This design comes from an exercise in tuning for small area on the open sky130 flow, not from production work. Function was checked by simulation only, so behaviour that the tests miss may differ from the original. No activity file was given, so power comes from the tool's default toggle rates.

==> inputs of 01-21 <==
==> flow/design.v <==
module ff #(
parameter WHIDT = 32
)
(
		input		[WHIDT-1 : 0] d, 
		input 	clk, 
		input		enable,
		output 	[WHIDT-1 : 0] q
);
		reg 		[WHIDT-1 : 0] q6;
   always @(posedge clk) begin
      if(enable)
         q6 <= d;
   end
  assign q = q6;
endmodule
module cp5x32 
#( 
parameter SIZE = 5
)(
input [SIZE-1:0] entrada,  
input enable,
output [31:0] salida_lo,
output [31:0] salida_hi
);
wire [3:0] pa_n;
wire [7:0] pb_n;
wr_pre pre (.entrada(entrada), .enable(enable), .pa_n(pa_n), .pb_n(pb_n));
wr_bank lo (.pa_n(pa_n), .pb_n(pb_n), .salida(salida_lo));
wr_bank hi (.pa_n(pa_n), .pb_n(pb_n), .salida(salida_hi));
endmodule
module wr_pre (
input [4:0] entrada,
input enable,
output [3:0] pa_n,
output [7:0] pb_n
);
genvar k;
generate
	for (k = 0; k < 4; k = k + 1) begin: a
		assign pa_n[k] = ~(enable & (entrada[1:0] == k));
	end
	for (k = 0; k < 8; k = k + 1) begin: b
		assign pb_n[k] = ~(entrada[4:2] == k);
	end
endgenerate
endmodule
module wr_bank (
input [3:0] pa_n,
input [7:0] pb_n,
output [31:0] salida
);
assign salida[0] = 1'b0;
genvar i;
generate
	for (i = 1; i < 32; i = i + 1) begin: dec
		assign salida[i] = ~(pa_n[i % 4] | pb_n[i / 4]);
	end
endgenerate
endmodule
module Registers_32
#(
	parameter WIDTH = 32
)
(
	input clk, reset,
	input [WIDTH-1:0] Rd,
	input [31:0] CP_o,      
	input [31:0] CP_o_hi,   
	output [31:0] valid,
	output [WIDTH*32-1:0] q
	);
assign valid[0] = 1'b0;
assign q[WIDTH-1:0] = {WIDTH{1'b0}};
genvar i;
generate
	for (i = 1; i < 32; i = i + 1) begin: Reg
		ff #(.WHIDT(WIDTH/2)) data_lo (.d(Rd[WIDTH/2-1:0]), .clk(clk), .enable(CP_o[i]), .q(q[WIDTH*i +: WIDTH/2]));
		ff #(.WHIDT(WIDTH-WIDTH/2)) data_hi (.d(Rd[WIDTH-1:WIDTH/2]), .clk(clk), .enable(CP_o_hi[i]), .q(q[WIDTH*i+WIDTH/2 +: WIDTH-WIDTH/2]));
		reg v;
		always @(posedge clk or negedge reset) begin
			if (!reset)
				v <= 1'b0;
			else if (CP_o[i])
				v <= 1'b1;
		end
		assign valid[i] = v;
	end
endgenerate
endmodule
module MUX32_1
#(
	parameter WIDTH = 32,
	parameter SIZE = 5
	)
   (
	input [WIDTH*32-1:0] q,
	input [31:0] valid,
   input [SIZE-1:0] selec,
   output [WIDTH-1:0] data_out
	);
wire [31:0] sel;
rd_dec dec (.valid(valid), .selec(selec), .sel(sel));
genvar i, b;
generate
	for (b = 0; b < WIDTH; b = b + 1) begin: bt
		wire [31:0] d;
		for (i = 0; i < 32; i = i + 1) begin: col
			assign d[i] = q[WIDTH*i + b];
		end
		rd_bit rb (.d(d[31:1]), .sel(sel[31:1]), .y(data_out[b]));
	end
endgenerate
endmodule
module rd_dec (
	input [31:0] valid,
	input [4:0] selec,
	output [31:0] sel
	);
genvar i;
generate
	for (i = 0; i < 32; i = i + 1) begin: dec
		assign sel[i] = valid[i] & (selec == i);
	end
endgenerate
endmodule
module rd_bit (
	input [31:1] d,
	input [31:1] sel,
	output y
	);
wire [10:0] n;    
genvar j;
generate
	for (j = 0; j < 10; j = j + 1) begin: g
		rf_aoi222 a (.a1(d[3*j+1]), .b1(sel[3*j+1]), .a2(d[3*j+2]), .b2(sel[3*j+2]),
		             .a3(d[3*j+3]), .b3(sel[3*j+3]), .y(n[j]));
	end
endgenerate
rf_nand2 t (.a(d[31]), .b(sel[31]), .y(n[10]));
wire [2:0] p;     
rf_nand4 n0 (.a(n[0]), .b(n[1]), .c(n[2]), .d(n[3]), .y(p[0]));
rf_nand4 n1 (.a(n[4]), .b(n[5]), .c(n[6]), .d(n[7]), .y(p[1]));
rf_nand3 n2 (.a(n[8]), .b(n[9]), .c(n[10]), .y(p[2]));
rf_or3 o (.a(p[0]), .b(p[1]), .c(p[2]), .y(y));
endmodule
module rf_aoi222 (input a1, b1, a2, b2, a3, b3, output y);
assign y = ~((a1 & b1) | (a2 & b2) | (a3 & b3));
endmodule
module rf_nand2 (input a, b, output y);
assign y = ~(a & b);
endmodule
module rf_nand3 (input a, b, c, output y);
assign y = ~(a & b & c);
endmodule
module rf_nand4 (input a, b, c, d, output y);
assign y = ~(a & b & c & d);
endmodule
module rf_or3 (input a, b, c, output y);
assign y = a | b | c;
endmodule
module reg_file #(
parameter WIDTH = 32,
parameter SIZE = 5
)(
input clk,
input reset,
input	reg_write_i, 		 
input [SIZE-1:0] read_register_1_i,  
input [SIZE-1:0] read_register_2_i,  
input [SIZE-1:0] write_register_i,   
input [WIDTH-1:0] write_data_i,		 
output [WIDTH-1:0] read_data_1_o, 
output [WIDTH-1:0] read_data_2_o  
);
wire [31:0] wsel, wsel_hi;     
wire [31:0] valid;    
wire [WIDTH*32-1:0] q;
cp5x32 wdec (.entrada(write_register_i), .enable(reg_write_i), .salida_lo(wsel), .salida_hi(wsel_hi));
Registers_32 #(.WIDTH(WIDTH)) R32 (
	.clk(clk), .reset(reset), .Rd(write_data_i), .CP_o(wsel), .CP_o_hi(wsel_hi),
	.valid(valid), .q(q));
MUX32_1 #(.WIDTH(WIDTH)) MUX1 (.q(q), .valid(valid), .selec(read_register_1_i), .data_out(read_data_1_o));
MUX32_1 #(.WIDTH(WIDTH)) MUX2 (.q(q), .valid(valid), .selec(read_register_2_i), .data_out(read_data_2_o));
endmodule
module wrapper_register_file #(
	parameter WIDTH = 32,
	parameter SIZE = 5
)(
	input clk,
	input reset,
	input	reg_write_i, 						 
	input [SIZE-1:0] read_register_1_i,  
	input [SIZE-1:0] read_register_2_i,  
	input [SIZE-1:0] write_register_i,   
	input [WIDTH-1:0] write_data_i,		 
	output [WIDTH-1:0] read_data_1_o, 
	output [WIDTH-1:0] read_data_2_o  
);
reg_file registerfile (
	.clk(clk), .reset(reset), 
	.reg_write_i(reg_write_i),
	.read_register_1_i(read_register_1_i), 
	.read_register_2_i(read_register_2_i),
	.write_register_i(write_register_i), 
	.write_data_i(write_data_i),	
	.read_data_1_o(read_data_1_o),
	.read_data_2_o(read_data_2_o) 
);
endmodule
==> flow/flow/run.sh <==
#!/bin/bash
# The standard ORFS layout (standard.sh, with the standard synthesis), with two
# changes: the port buffers are the smallest buffer cell, and clock tree
# synthesis clusters up to 30 flip-flops per leaf buffer (clkbuf_16 leaves,
# clkbuf_8 above them) without dummy loads.
set -euo pipefail
export BUFFER_PORTS_ARGS="-buffer_cell sky130_fd_sc_hd__buf_1"
export CTS_ARGS="-sink_clustering_enable -repair_clock_nets -sink_clustering_size 30 -sink_clustering_max_diameter 80 -root_buf sky130_fd_sc_hd__clkbuf_8 -tree_buf sky130_fd_sc_hd__clkbuf_8 -sink_clustering_buffer sky130_fd_sc_hd__clkbuf_16 -dont_use_dummy_load"
bash standard.sh > standard.log 2>&1
==> flow/standard.sh <==
#!/bin/bash
# synth_recipe.tcl (not shown) runs the flow's synth.tcl, then flattens the netlist and writes it again
# the make line also repeats each setting of config.mk as NAME=value (left out here)
make -C /OpenROAD-flow-scripts/flow DESIGN_CONFIG=/design/flow/config.mk WORK_HOME=/design/flow/orfs CLKGATE_MAP_FILE= SYNTH_SCRIPT=/design/flow/synth_recipe.tcl "${@:-finish}"
==> flow/config.mk <==
export PLATFORM = sky130hd
export DESIGN_NAME = wrapper_register_file
export DESIGN_NICKNAME = wrapper_register_file
export VERILOG_FILES = /design/flow/design.v
export SDC_FILE = /design/flow/constraint.sdc
export NUM_CORES = 4
export LEC_CHECK = 0
export CAP_MARGIN = 20
export CORE_MARGIN = 2
export CORE_UTILIZATION = 40
export CTS_CLUSTER_DIAMETER = 80
export CTS_CLUSTER_SIZE = 30
export SLEW_MARGIN = 20
export SYNTH_HIERARCHICAL = 1
export SYNTH_MINIMUM_KEEP_SIZE = 0
==> flow/constraint.sdc <==
create_clock -name core_clock -period 7.0 [get_ports {clk}]
set_input_delay 1.4000 -clock core_clock [delete_from_list [all_inputs] [get_ports {clk}]]
set_output_delay 1.4000 -clock core_clock [all_outputs]
set_load 0.01 [all_outputs]
==> inputs of 07-19, as changes to 01-21 <==
==> flow/design.v, changed modules only <==
module cp5x32 
#( 
parameter SIZE = 5
)(
input [SIZE-1:0] entrada,  
input enable,
output [31:0] salida
);
genvar i;
generate
	for (i = 0; i < 32; i = i + 1) begin: dec
		if (i == 0) begin: zero
			assign salida[i] = 1'b0;
		end else begin: sel
			assign salida[i] = enable & (entrada == i);
		end
	end
endgenerate
endmodule
module Registers_32
#(
	parameter WIDTH = 32
)
(
	input clk, reset,
	input [WIDTH-1:0] Rd,
	input [31:0] CP_o,
	output [31:0] valid,
	output [WIDTH*32-1:0] q
	);
assign valid[0] = 1'b0;
assign q[WIDTH-1:0] = {WIDTH{1'b0}};
genvar i;
generate
	for (i = 1; i < 32; i = i + 1) begin: Reg
		ff #(.WHIDT(WIDTH)) data (.d(Rd), .clk(clk), .enable(CP_o[i]), .q(q[WIDTH*i +: WIDTH]));
		reg v;
		always @(posedge clk or negedge reset) begin
			if (!reset)
				v <= 1'b0;
			else if (CP_o[i])
				v <= 1'b1;
		end
		assign valid[i] = v;
	end
endgenerate
endmodule
module reg_file #(
parameter WIDTH = 32,
parameter SIZE = 5
)(
input clk,
input reset,
input	reg_write_i, 		 
input [SIZE-1:0] read_register_1_i,  
input [SIZE-1:0] read_register_2_i,  
input [SIZE-1:0] write_register_i,   
input [WIDTH-1:0] write_data_i,		 
output [WIDTH-1:0] read_data_1_o, 
output [WIDTH-1:0] read_data_2_o  
);
wire [31:0] wsel;     
wire [31:0] valid;    
wire [WIDTH*32-1:0] q;
cp5x32 wdec (.entrada(write_register_i), .enable(reg_write_i), .salida(wsel));
Registers_32 #(.WIDTH(WIDTH)) R32 (
	.clk(clk), .reset(reset), .Rd(write_data_i), .CP_o(wsel),
	.valid(valid), .q(q));
MUX32_1 #(.WIDTH(WIDTH)) MUX1 (.q(q), .valid(valid), .selec(read_register_1_i), .data_out(read_data_1_o));
MUX32_1 #(.WIDTH(WIDTH)) MUX2 (.q(q), .valid(valid), .selec(read_register_2_i), .data_out(read_data_2_o));
endmodule
// module wr_pre removed
// module wr_bank removed
==> flow/run.sh (new file) <==
#!/bin/bash
# synth_recipe.tcl (not shown) runs the flow's synth.tcl, then flattens the netlist and writes it again
# the make line also repeats each setting of config.mk as NAME=value (left out here)
make -C /OpenROAD-flow-scripts/flow DESIGN_CONFIG=/design/flow/config.mk WORK_HOME=/design/flow/orfs CLKGATE_MAP_FILE= SYNTH_SCRIPT=/design/flow/synth_recipe.tcl finish
--- a/flow/config.mk
+++ b/flow/config.mk
@@ -8,8 +8,6 @@
 export CAP_MARGIN = 20
 export CORE_MARGIN = 2
 export CORE_UTILIZATION = 40
-export CTS_CLUSTER_DIAMETER = 80
-export CTS_CLUSTER_SIZE = 30
 export SLEW_MARGIN = 20
 export SYNTH_HIERARCHICAL = 1
 export SYNTH_MINIMUM_KEEP_SIZE = 0
removed: flow/flow/run.sh
removed: flow/standard.sh
==> inputs of 05-24, as changes to 01-21 <==
==> flow/design.v, changed modules only <==
module cp5x32 
#( 
parameter SIZE = 5
)(
input [SIZE-1:0] entrada,  
input enable,
output [31:0] salida
);
genvar i;
generate
	for (i = 0; i < 32; i = i + 1) begin: dec
		if (i == 0) begin: zero
			assign salida[i] = 1'b0;
		end else begin: sel
			assign salida[i] = enable & (entrada == i);
		end
	end
endgenerate
endmodule
module Registers_32
#(
	parameter WIDTH = 32
)
(
	input clk, reset,
	input [WIDTH-1:0] Rd,
	input [31:0] CP_o,
	output [31:0] valid,
	output [WIDTH*32-1:0] q
	);
assign valid[0] = 1'b0;
assign q[WIDTH-1:0] = {WIDTH{1'b0}};
genvar i;
generate
	for (i = 1; i < 32; i = i + 1) begin: Reg
		ff #(.WHIDT(WIDTH)) data (.d(Rd), .clk(clk), .enable(CP_o[i]), .q(q[WIDTH*i +: WIDTH]));
		reg v;
		always @(posedge clk or negedge reset) begin
			if (!reset)
				v <= 1'b0;
			else if (CP_o[i])
				v <= 1'b1;
		end
		assign valid[i] = v;
	end
endgenerate
endmodule
module reg_file #(
parameter WIDTH = 32,
parameter SIZE = 5
)(
input clk,
input reset,
input	reg_write_i, 		 
input [SIZE-1:0] read_register_1_i,  
input [SIZE-1:0] read_register_2_i,  
input [SIZE-1:0] write_register_i,   
input [WIDTH-1:0] write_data_i,		 
output [WIDTH-1:0] read_data_1_o, 
output [WIDTH-1:0] read_data_2_o  
);
wire [31:0] wsel;     
wire [31:0] valid;    
wire [WIDTH*32-1:0] q;
cp5x32 wdec (.entrada(write_register_i), .enable(reg_write_i), .salida(wsel));
Registers_32 #(.WIDTH(WIDTH)) R32 (
	.clk(clk), .reset(reset), .Rd(write_data_i), .CP_o(wsel),
	.valid(valid), .q(q));
MUX32_1 #(.WIDTH(WIDTH)) MUX1 (.q(q), .valid(valid), .selec(read_register_1_i), .data_out(read_data_1_o));
MUX32_1 #(.WIDTH(WIDTH)) MUX2 (.q(q), .valid(valid), .selec(read_register_2_i), .data_out(read_data_2_o));
endmodule
// module wr_pre removed
// module wr_bank removed
==> flow/run.sh (new file) <==
#!/bin/bash
# synth_recipe.tcl (not shown) runs the flow's synth.tcl, then flattens the netlist and writes it again
# the make line also repeats each setting of config.mk as NAME=value (left out here)
make -C /OpenROAD-flow-scripts/flow DESIGN_CONFIG=/design/flow/config.mk WORK_HOME=/design/flow/orfs CLKGATE_MAP_FILE= SYNTH_SCRIPT=/design/flow/synth_recipe.tcl finish
removed: flow/flow/run.sh
removed: flow/standard.sh
==> summary of the runs <==
- Sequential power is about the same in 07-19 and 01-21.
- Global-route usage: 07-19 > 05-24 > 01-21.
- The lowest via count belongs to 01-21, the highest to 07-19.
- Of 05-24 and 07-19, 05-24 has the higher first-iteration DRC count (gap about 4%, measured against 07-19).
- Setup slack: 01-21 > 05-24 > 07-19.
- Of 01-21 and 05-24, 01-21 has the higher non-clock buffer count (gap 24).

what the ideal ports hide:
No port has a modelled driver above. Below, the same layouts with a new extraction and two added sets of constraints. Step 1: set_driving_cell puts a clkbuf_16 on clk and a buf_2 on each other input, an assumption about the parent block. Step 2 times the ports against the registers' clock, not the clock port: input delays grow and output delays shrink by t, the midpoint of the rising clock arrivals with the driver on. Three values: ideal ports, drivers, drivers and shift; two values: the first two.
run	shift t [ns]	slack for setup (ns)	latest minus earliest clock arrival (ns)	worst register clock-pin slew, ns
01-21	0.812	1.427 / 1.399 / 1.399	0.082 / 0.081	0.12 / 0.12
07-19	0.736	0.572 / 0.547 / 0.547	0.032 / 0.031	0.07 / 0.07
05-24	0.714	0.648 / 0.623 / 0.623	0.036 / 0.037	0.11 / 0.11
After both steps setup and hold are still met in every run listed. The setup slack of 01-21, which loses most, moves by -0.028 ns with the drivers and by -0.028 ns with both steps.
